What follows belongs to an exercise in optimizing a design on an open flow for small area; a production flow would make more cautious choices. Function was checked by simulation only, so behaviour that the tests miss may differ from the original.

$ cat flow/design.v
module Neuron(
	input CLOCK_50, 
	input [1:0] KEY, 
	input [3:0] SW,  
	input [3:0] GPIO_0, 
	output [7:0] LED,
	output [3:0] GPIO_1,
	output [17:0] V_OUT,
	output [17:0] W_OUT,
	output [17:0] SPIKE_COUNT
);
	reg signed [17:0] v1, v2;  
	reg [5:0] count; 
	reg signed [17:0] w1,w2,c1, c2, c3, c4; 
	reg signed [17:0] v1new, w1new,w2new,v2new,v12,v13,v22,v23; 
	reg signed	[35:0]	temp_mult_out_v12,temp_mult_out_v22; 
	reg signed	[35:0]	temp_mult_out_v13,temp_mult_out_v23; 
	reg [17:0] spike_counter;  
	reg v2_active;
	reg [3:0] led_sw;
	reg [1:0] led_lo;
	reg gpio1_r;
	assign V_OUT = v1;
	assign W_OUT = w1;
	assign SPIKE_COUNT = spike_counter;
	assign LED = {1'b0, led_sw, 1'b0, led_lo};
	assign GPIO_1 = {3'b000, gpio1_r};
always @ (posedge CLOCK_50) 
begin 
	count <= count + 1; 
	if (KEY[0]==0)  
		begin 
			count <= 1;
			led_sw <= SW[3:0];
			spike_counter <= 0;
			v1 = 18'h3_2148 ;  
			w1 = 18'h3_C9BB ;  
			v2 = 0 ;  
			v1new=0;
			w1new=0;
			v2new=0;
			v12=0;
			v13=0;
			v22=0;
			v23=0;
			if(SW[0]==1)
				begin
					c1<=18'h0_1000;
				end
			else
				begin
					c1<=0;
				end
			if(SW[1]==1)
				begin
					c2<=18'h0_1000;
				end
			else
				begin
					c2<=0;
				end
			if(SW[2]==1)
				begin
					c3<=18'h0_2000;
				end
			else
				begin
					c3<=0;
				end
			if(SW[3]==1)
				begin
					c4<=18'h0_2000;
				end
			else
				begin
					c4<=0;
				end
		end
	else if(count==0) 
		begin
		if(GPIO_0[0]==1) 
			begin
				v2=18'h0_1000;
				led_lo[1] <= 1;
			end
		else 
			begin
					v2=0;	
					led_lo[1] <= 0;	
			end
		temp_mult_out_v12=v1*(v1>>>1); 
		v12 = {temp_mult_out_v12[35], temp_mult_out_v12[32:16]}; 
		temp_mult_out_v13=v12*(v1>>>1); 
		v13 = {temp_mult_out_v13[35], temp_mult_out_v13[32:16]}; 
		v1new = v1 + (((v1>>>2)-v13-(w1>>>2)+(c1>>>2)-(c2>>>2)+(c3>>>2)+(c4>>>2)-(v2>>>2))>>>4);  
		w1new = w1 + (((v1>>>1)-(w1>>>1)) >>>9);  
		v1 = v1new ;
		w1 = w1new ;
		led_lo[0] <= spike_counter[17];
		if(v1[17]==0 & v1[16]==0 & v1[15]==1)
			begin
			 spike_counter <= spike_counter+1;
			gpio1_r <= 1;
			end
		else
			begin
			gpio1_r <= 0;
			end
		end
end
endmodule
$ cat flow/run.sh
#!/bin/bash
# synth_recipe.tcl (not shown) runs the flow's synth.tcl, then flattens the netlist and writes it again
# the make line also repeats each setting of config.mk as NAME=value (left out here)
make -C /OpenROAD-flow-scripts/flow DESIGN_CONFIG=/design/flow/config.mk WORK_HOME=/design/flow/orfs CLKGATE_MAP_FILE= SYNTH_SCRIPT=/design/flow/synth_recipe.tcl finish
$ cat flow/config.mk
export PLATFORM = sky130hd
export DESIGN_NAME = Neuron
export DESIGN_NICKNAME = Neuron
export VERILOG_FILES = /design/flow/design.v
export SDC_FILE = /design/flow/constraint.sdc
export NUM_CORES = 4
export LEC_CHECK = 0
export CAP_MARGIN = 20
export CORE_MARGIN = 2
export CORE_UTILIZATION = 40
export SLEW_MARGIN = 20
$ cat flow/constraint.sdc
create_clock -name core_clock -period 22.0 [get_ports {CLOCK_50}]
set_input_delay 4.4000 -clock core_clock [delete_from_list [all_inputs] [get_ports {CLOCK_50}]]
set_output_delay 4.4000 -clock core_clock [all_outputs]
set_load 0.01 [all_outputs]
==> metrics.md, run 1 <==
| Metric | Value |
|---|---|
| Outcome | `no timing/DRC/antenna violations` |
| Chip width | `264 um` |
| Fin. max-slew vios | `0` |
| R2r worst-path depth | `67` |
| Antenna Nets Post-Route | `0` |
| Avg Cell Area, Syn | `9.18 sq um` |
| DP HPWL | `52,000 um` |
| Htree depth | `3` |
| CP endpoint kind | `flip-flop` |
| Synth area leader | `fa_1` |
| # DRC | `0` |
| Reg2reg end | `spike_counter[10]` |
| Gate Count Post-Synth | `2,953` |
| Most common cell after layout, fill and taps aside | `inv_1` |
| Slew @ Worst Pin | `1.06 ns` |
| Sink Count | `67` |
| Num rows | `95` |
| Max Cap Violations | `0` |
| Hold WC Path Type | `flip-flop to flip-flop` |
| Iter 0 DRT Violations | `789` |
| Via count | `18,600` |
| Layout Nets | `3,884` |
| CTS Hold Bufs | `0` |
| Hold path cells | `1` |
| Final Setup Violations | `0` |
| IO Pins | `77` |
| Yosys warnings | `1` |
| Most frequent cells in the layout | `inv_1, fa_1, nand2_1` |
| Critical path startpoint category | `flip-flop` |
| Hold Crit Endpoint | `count[0]` |
| Area growth, synth to finish | `7.51%` |
| Number of CTS-inserted buffers | `9` |
| Post-CTS setup buffer count | `0` |
| Period minus WS final | `20.00 ns` |
| FF-to-FF setup slack | `2.00 ns` |
| Largest cells by area after synthesis | `fa_1, ha_1, inv_1` |
| Final Skew | `0.0119 ns` |
| Final period util | `90.9%` |
| Worst path max stage delay | `0.73 ns` |
| Router iterations before antenna repair | `5` |
| Diode count | `0` |
| Share of cells above drive strength 1 | `3.49%` |
| Post_cts resized | `0` |
| Final hold vios | `0` |
| Synthesized flop and latch total | `67` |
| Async set-reset flop share out of synthesis | `0%` |
| Setup repair after global routing missed its margin | `false` |
| Antenna violations before repair | `0` |
| Clock tree buffer depth | `2` |
| Worst endpoint required time | `22.25 ns` |
| Cell area after synthesis | `27,100 sq um` |
| Root Buffer | `clkbuf_16` |
| Synth top area share | `46.7%` |
| Clock latency (worst-skew pair) | `0.34 ns` |
| Primary FF master, synth | `dfxtp_1` |
| Worst r2r src | `v1[3]` |
| First-pass GRT wire length | `106,000 um` |
| Cell variety after synth | `74` |
| Worst-path clk slew | `0.07 ns` |
| GP Congestion | `0.813` |
| Most Frequent Cell on Critical Path | `fa_1` |
| Number of global-route vias before repair | `20,000` |
| Setup TNS | `0 ns` |
| EDFF count, synth | `7` |
| Slowest CP cell | `a2111oi_0` |
| Headroom to the max-slew limit | `29.3%` |
| Core area | `67,200 sq um` |
| Worst Path Arrival | `20.25 ns` |
| DIE HEIGHT | `264 um` |
| Initial Utilization | `40.4%` |
| GRT Util Overall | `19.1%` |
| Post-synthesis sequential area ratio | `5.21%` |
| Full die area | `69,900 sq um` |
| CP max FO | `22` |
| CTS tree | `done` |
| Critical path type | `flip-flop to flip-flop` |
| Remaining Overflow, GRT | `0` |
| Hold path start | `count[0]` |
| F_max | `50.0 MHz` |
| Largest net degree at the start of global routing | `51` |
| Wire per inst | `16.3 um` |
| Total wire length | `62,700 um` |
| Vias per inst | `4.83` |
| Port buffer count | `67` |
-- state kept, by name (all words and copies together), names as in the netlist --
signal and count:
gpio1_r 1, v1 18, count 6, spike_counter 18, led_lo 2, led_sw 4
w1 18
-- cell type report --
class                           count  area, sq um
Timing Repair Buffer              113         1020
Tap cell                          873         1090
Fill cell                        6615        38000
Clock buffer                        9          225
Clock inverter                      7         76.3
Inverter                          769         2890
Multi-Input combinational cell   2014        22400
Sequential cell                    67         1430
-- cell families (layout without fill, tap and decap cells) --
group,Yosys count,count (layout),synth area share (%)
other,1,5,0.0138
buffers and inverters,876,898,12.2
and+or+nand+nor,730,730,13.0
muxes,9,9,0.346
DFF,67,67,5.21
xor gates and xnor gates,117,117,3.93
AOI/OAI and AO/OA,254,254,6.24
adders and majority gates,899,899,59.0
-- worst max-delay path, delay by kind of cell (launching register included) --
family                   cells  cell delay (ns)
adder cells (fa/ha/maj)     20             8.90
AO/OA/AOI/OAI               19             5.09
AND/OR/NAND/NOR             14             3.15
XOR/XNOR                     5             1.29
flip-flops                   1             0.72
buffers and inverters        9             0.69
-- how the worst max path moves through the flow --
stage	start	endpoint	slack, ns	cells after the start
after floorplan	v1[4]	spike_counter[14]	4.08	75
after global placement	v1[3]	spike_counter[12]	1.88	71
after detailed placement	v1[3]	spike_counter[10]	1.88	71
after CTS	v1[3]	spike_counter[10]	1.81	71
after global routing	v1[3]	spike_counter[10]	0.55	73
final	v1[3]	spike_counter[10]	2.00	67
-- Yosys cell counts, types with 38 or more instances --
cell and count:
a21o_1 41, a21oi_1 82, and2_1 200, clkbuf_1 98, dfxtp_1 60, fa_1 632, ha_1 267, inv_1 767
nand2_1 291, nor2_1 111, xnor2_1 76, xor2_1 38
-- metrics by stage --
stage	setup slack (ns)	hold WS [ns]	cells	area [sq um]	util [%]
finish	2.00	0.430	3852	29100	43.4
CTS	1.81	0.428	3852	29100	43.4
floorplan	4.08	0.388	2957	27100	-
global placement	1.88	0.408	3836	28800	42.9
global route	0.550	0.463	3852	29100	43.4
detailed placement	1.88	0.411	3836	28800	42.9
-- metal layers --
layer  vias to the layer above  track usage (%)  routed length [um]
met4                         0             2.46                 690
met2                       244             33.5               31500
met1                      9522             26.5               28700
li1                       8810                -                   -
met3                        46             1.40                1730
met5                         -                0                   0
==> run 2: changes to the inputs <==
==> flow/design.v (replaced) <==
module Neuron(
	input CLOCK_50,
	input [1:0] KEY,
	input [3:0] SW,
	input [3:0] GPIO_0,
	output [7:0] LED,
	output [3:0] GPIO_1,
	output [17:0] V_OUT,
	output [17:0] W_OUT,
	output [17:0] SPIKE_COUNT
);
	reg signed [17:0] v, w;
	reg [17:0] spike_counter;
	reg [5:0] count;
	reg [3:0] led_sw;
	reg [1:0] led_lo;
	reg gpio1_r;
	reg [17:0] acc;      
	reg [16:0] qr;       
	reg wrap;            
	assign V_OUT = v;
	assign W_OUT = w;
	assign SPIKE_COUNT = spike_counter;
	assign LED = {1'b0, led_sw, 1'b0, led_lo};
	assign GPIO_1 = {3'b000, gpio1_r};
	wire rst = ~KEY[0];
	wire g = GPIO_0[0];
	wire [17:0] h = {v[17], v[17:1]};           
	wire signed [17:0] I = (led_sw[0] ? 18'sh00400 : 18'sh0) - (led_sw[1] ? 18'sh00400 : 18'sh0)
	                     + (led_sw[2] ? 18'sh00800 : 18'sh0) + (led_sw[3] ? 18'sh00800 : 18'sh0);
	reg b1;
	always @* begin
		case (count[4:0])
			5'd1: b1 = v[0];   5'd2: b1 = v[1];   5'd3: b1 = v[2];   5'd4: b1 = v[3];
			5'd5: b1 = v[4];   5'd6: b1 = v[5];   5'd7: b1 = v[6];   5'd8: b1 = v[7];
			5'd9: b1 = v[8];   5'd10: b1 = v[9];  5'd11: b1 = v[10]; 5'd12: b1 = v[11];
			5'd13: b1 = v[12]; 5'd14: b1 = v[13]; 5'd15: b1 = v[14]; 5'd16: b1 = v[15];
			5'd17: b1 = v[16];
			default: b1 = v[17];
		endcase
	end
	reg [1:0] bsel;    
	reg m;             
	reg m0mask;        
	reg inv, cin, shift;
	always @* begin
		bsel = 2'd0; m = 1'b0; m0mask = 1'b0; inv = 1'b0; cin = 1'b0; shift = 1'b0;
		if (count >= 6'd1 && count <= 6'd16) begin
			m = b1; shift = 1'b1;
		end else if (count == 6'd17) begin
			m = b1;
		end else if (count == 6'd18 || count == 6'd19) begin
			m = b1; inv = 1'b1; cin = 1'b1;
		end else if (count >= 6'd20 && count <= 6'd34) begin
			m = qr[0]; inv = 1'b1; cin = 1'b1; shift = 1'b1;
		end else if (count == 6'd35) begin
			m = ~qr[0]; m0mask = 1'b1; inv = qr[0]; cin = qr[0] & ~v[1]; shift = 1'b1;
		end else if (count == 6'd36) begin
			m = qr[0]; inv = 1'b1; cin = 1'b1;
		end else if (count == 6'd37) begin
			bsel = 2'd1; inv = 1'b1; cin = 1'b1;
		end else if (count == 6'd38) begin
			bsel = 2'd2;
		end else if (count >= 6'd39 && count <= 6'd42) begin
			shift = 1'b1;
		end else if (count == 6'd43) begin
			bsel = 2'd3;
		end
	end
	reg [17:0] bsrc;
	always @* begin
		case (bsel)
			2'd0: bsrc = {h[17:1] & {17{m}}, h[0] & m & ~m0mask};
			2'd1: bsrc = {{2{w[17]}}, w[17:2]};
			2'd2: bsrc = I;
			default: bsrc = v;
		endcase
	end
	wire [17:0] bx = bsrc ^ {18{inv}};
	wire [18:0] S = {acc[17], acc} + {bx[17], bx} + {18'd0, cin};
	wire [17:0] vnew = acc + ({18{g}} & (wrap ? 18'h03FC0 : 18'h3FFC0));
	wire [17:0] dw = h - {w[17], w[17:1]};
	wire [17:0] wnew = w + {{9{dw[17]}}, dw[17:9]};
	wire spk = (vnew[17:15] == 3'b001);
	always @(posedge CLOCK_50) begin
		count <= count + 6'd1;
		if (rst) begin
			count <= 6'd1;
			led_sw <= SW;
			spike_counter <= 18'd0;
			v <= 18'h32148;
			w <= 18'h3C9BB;
		end else if (count == 6'd0) begin
			v <= vnew;
			w <= wnew;
			led_lo[1] <= g;
			led_lo[0] <= spike_counter[17];
			gpio1_r <= spk;
			if (spk) spike_counter <= spike_counter + 18'd1;
		end
	end
	always @(posedge CLOCK_50) begin
		if (rst || count == 6'd0)
			acc <= 18'd0;
		else if (count == 6'd19)
			acc <= 18'h0FFFF;
		else if (shift)
			acc <= S[18:1];
		else
			acc <= S[17:0];
		if (count == 6'd19)
			qr <= S[16:0];
		else
			qr <= {1'b0, qr[16:1]};
		if (count == 6'd43)
			wrap <= (acc[13:6] == 8'h80);
	end
endmodule
==> metrics.md, run 2 <==
| Metric | Value |
|---|---|
| Most numerous cell in the Yosys netlist | `nand2_1` |
| Most common cell after layout, fill and taps aside | `nand2_1` |
| IO Pins | `77 (unchanged)` |
| Worst endpoint required time | `22.29 ns (+0.04 ns)` |
| F_max | `128 MHz (+160%)` |
| DIE HEIGHT | `144 um (-46%)` |
| Most frequent cells in the layout | `nand2_1, dfxtp_1, a21oi_1` |
| Vias per inst | `5.60 (+16%)` |
| Number of CTS-inserted buffers | `9 (unchanged)` |
| Chip width | `144 um (-46%)` |
| Largest cells by area after synthesis | `dfxtp_1, ha_1, nand2_1` |
| Total wire length | `21,000 um (-67%)` |
| Cell variety after synth | `79 (+6.8%)` |
| Max Cap Violations | `0 (unchanged)` |
| Share of cells above drive strength 1 | `5.46% (+2.0 points)` |
| Antenna violations before repair | `0 (unchanged)` |
| Core area | `19,300 sq um (-71%)` |
| Area growth, synth to finish | `14.8%` |
| Critical path startpoint category | `primary input` |
| Sink Count | `103 (+54%)` |
| Slew @ Worst Pin | `0.920 ns (-0.137 ns)` |
| Avg Cell Area, Syn | `8.11 sq um (-12%)` |
| Fin. max-slew vios | `0 (unchanged)` |
| Num rows | `51 (-46%)` |
| CTS tree | `done` |
| Reg2reg end | `acc[16]` |
| CTS Hold Bufs | `0 (unchanged)` |
| Iter 0 DRT Violations | `407 (-48%)` |
| Remaining Overflow, GRT | `0 (unchanged)` |
| Yosys warnings | `1 (unchanged)` |
| Port buffer count | `67 (unchanged)` |
| Gate Count Post-Synth | `960 (-67%)` |
| Diode count | `0 (unchanged)` |
| Router iterations before antenna repair | `5 (unchanged)` |
| Worst-path clk slew | `0.08 ns (about the same)` |
| Setup repair after global routing missed its margin | `false` |
| R2r worst-path depth | `20 (-70%)` |
| Synth area leader | `dfxtp_1` |
| Hold WC Path Type | `flip-flop to flip-flop` |
| Final Setup Violations | `0 (unchanged)` |
| Antenna Nets Post-Route | `0 (unchanged)` |
| Htree depth | `3 (unchanged)` |
| Clock latency (worst-skew pair) | `0.36 ns (+0.02 ns)` |
| CP max FO | `27 (+23%)` |
| Synthesized flop and latch total | `103 (+54%)` |
| Number of global-route vias before repair | `6,387 (-68%)` |
| Post-synthesis sequential area ratio | `27.5% (+22 points)` |
| Critical path type | `primary input to flip-flop` |
| Hold Crit Endpoint | `qr[0]` |
| Async set-reset flop share out of synthesis | `0% (unchanged)` |
| # DRC | `0 (unchanged)` |
| Final hold vios | `0 (unchanged)` |
| Largest net degree at the start of global routing | `61 (+20%)` |
| Synth top area share | `24.4% (-22 points)` |
| Full die area | `20,600 sq um (-71%)` |
| Worst r2r src | `count[0]` |
| Hold path start | `qr[1]` |
| Layout Nets | `1,089 (-72%)` |
| GRT Util Overall | `20.5% (+1.4 points)` |
| Headroom to the max-slew limit | `37.8% (+8.5 points)` |
| Primary FF master, synth | `dfxtp_1` |
| Period minus WS final | `7.80 ns (-12.20 ns)` |
| Post-CTS setup buffer count | `0 (unchanged)` |
| GP Congestion | `0.856 (+5.3%)` |
| Clock tree buffer depth | `2 (unchanged)` |
| Setup TNS | `0 ns (unchanged)` |
| FF-to-FF setup slack | `15.98 ns (+13.98 ns)` |
| Hold path cells | `2 (+1)` |
| Wire per inst | `16.5 um (+1.3%)` |
| Cell area after synthesis | `7790 sq um (-71%)` |
| Most frequent cells after synthesis | `nand2_1, dfxtp_1, a21oi_1, ha_1, nor2_1` |
| Via count | `7,123 (-62%)` |
| Initial Utilization | `40.4% (+0.053 points)` |
| Final period util | `35.5% (-55 points)` |
| Worst Path Arrival | `8.09 ns (-12.16 ns)` |
| Post_cts resized | `0 (unchanged)` |
| Root Buffer | `clkbuf_16` |
| Final Skew | `0.0102 ns (-0.00169 ns)` |
| Outcome | `no timing/DRC/antenna violations` |
| CP endpoint kind | `flip-flop` |
| DP HPWL | `14,900 um (-71%)` |
| EDFF count, synth | `8 (+1)` |
| First-pass GRT wire length | `33,700 um (-68%)` |
## run 2: cells by family after synthesis
kind of cell             count (synthesis)  share of synthesized area (%)
AO/OA/AOI/OAI                          290                           25.1
XOR/XNOR                                59                           6.64
adder cells (fa/ha/maj)                 76                           12.7
buffers and inverters                   97                           5.21
flip-flops                             103                           27.5
multiplexers                            18                           2.49
other                                    1                         0.0482
AND/OR/NAND/NOR                        316                           20.4
## run 2: worst max path at each step
stage | slack [ns] | endpoint | startpoint
after CTS | 14.20 | spike_counter[4] | GPIO_0[0]
after global placement | 13.85 | spike_counter[9] | GPIO_0[0]
final | 14.20 | spike_counter[4] | GPIO_0[0]
after global routing | 13.85 | spike_counter[10] | GPIO_0[0]
after detailed placement | 13.85 | spike_counter[10] | GPIO_0[0]
after floorplan | 15.26 | spike_counter[14] | GPIO_0[0]
## run 2: layout make-up
class | count | area (sq um)
Fill cell | 1973 | 10300
Inverter | 48 | 180
Tap cell | 265 | 332
Clock buffer | 10 | 239
Clock inverter | 6 | 51.3
Timing Repair Buffer | 76 | 738
Sequential cell | 103 | 2140
Multi-Input combinational cell | 764 | 5260
## run 2: metrics by stage
stage          cell area, sq um  hold WS, ns  worst slack [ns]  std cells  utilization [%]
3_3_place_gp               8650        0.414             13.85       1256             44.9
3_5_place_dp               8650        0.418             13.85       1256             44.9
6_report                   8940        0.436             14.20       1272             46.4
5_1_grt                    8940        0.470             13.85       1272             46.4
2_1_floorplan              7800        0.401             15.26        964                -
4_1_cts                    8940        0.444             14.20       1272             46.4
## run 2: worst max-delay path: stages
cell	delay (ns)
clkdlybuf4s50_1	0.77
ha_1	0.25
inv_1	0.05
fa_1	0.38
nor2b_1	0.17
o21ai_1	0.10
a31oi_1	0.33
o2111a_1	0.28
o31ai_1	0.15
a21o_1	0.45
or4_1	0.57
a21oi_1	0.16
## run 2: routing by layer
| layer | global-route usage, % | up-vias | share of wire (%) |
|---|---|---|---|
| met5 | 0 | - | 0 |
| met4 | 4.28 | 0 | 1.3 |
| met3 | 2.83 | 17 | 4.1 |
| met2 | 32.4 | 171 | 44 |
| met1 | 29.8 | 3354 | 50 |
| li1 | - | 3581 | - |

[separate check: timing with driven ports]
How much do the figures lean on ideal ports? The routed layouts below were timed once more, with nothing changed but the port constraints.
Step 1 assumes that a clkbuf_16 drives the clock port and a buf_2 every other input.
Step 2 adds t to the input delays and takes it off the output delays; t is the mean of the earliest and latest rising clock arrival at the registers after step 1. Input paths then give back, and output paths get back, about the clock's delay inside the block.
Three values: no drivers, after step 1, after step 2; two values: the first two.
run | shift t [ns] | slack for setup (ns) | hold WS [ns] | worst register clock-pin slew, ns | pins driven straight from the clock port
run 1 | 0.373 | 1.997 / 1.997 / 1.997 | 0.430 / 0.430 / 0.430 | 0.07 / 0.07 | 1
run 2 | 0.397 | 14.200 / 14.220 / 13.823 | 0.436 / 0.436 / 0.436 | 0.08 / 0.08 | 1
After both steps every run listed still meets setup and hold. For run 2, which loses most, drivers alone change the setup slack by +0.020 ns; drivers and shift together by -0.377 ns.
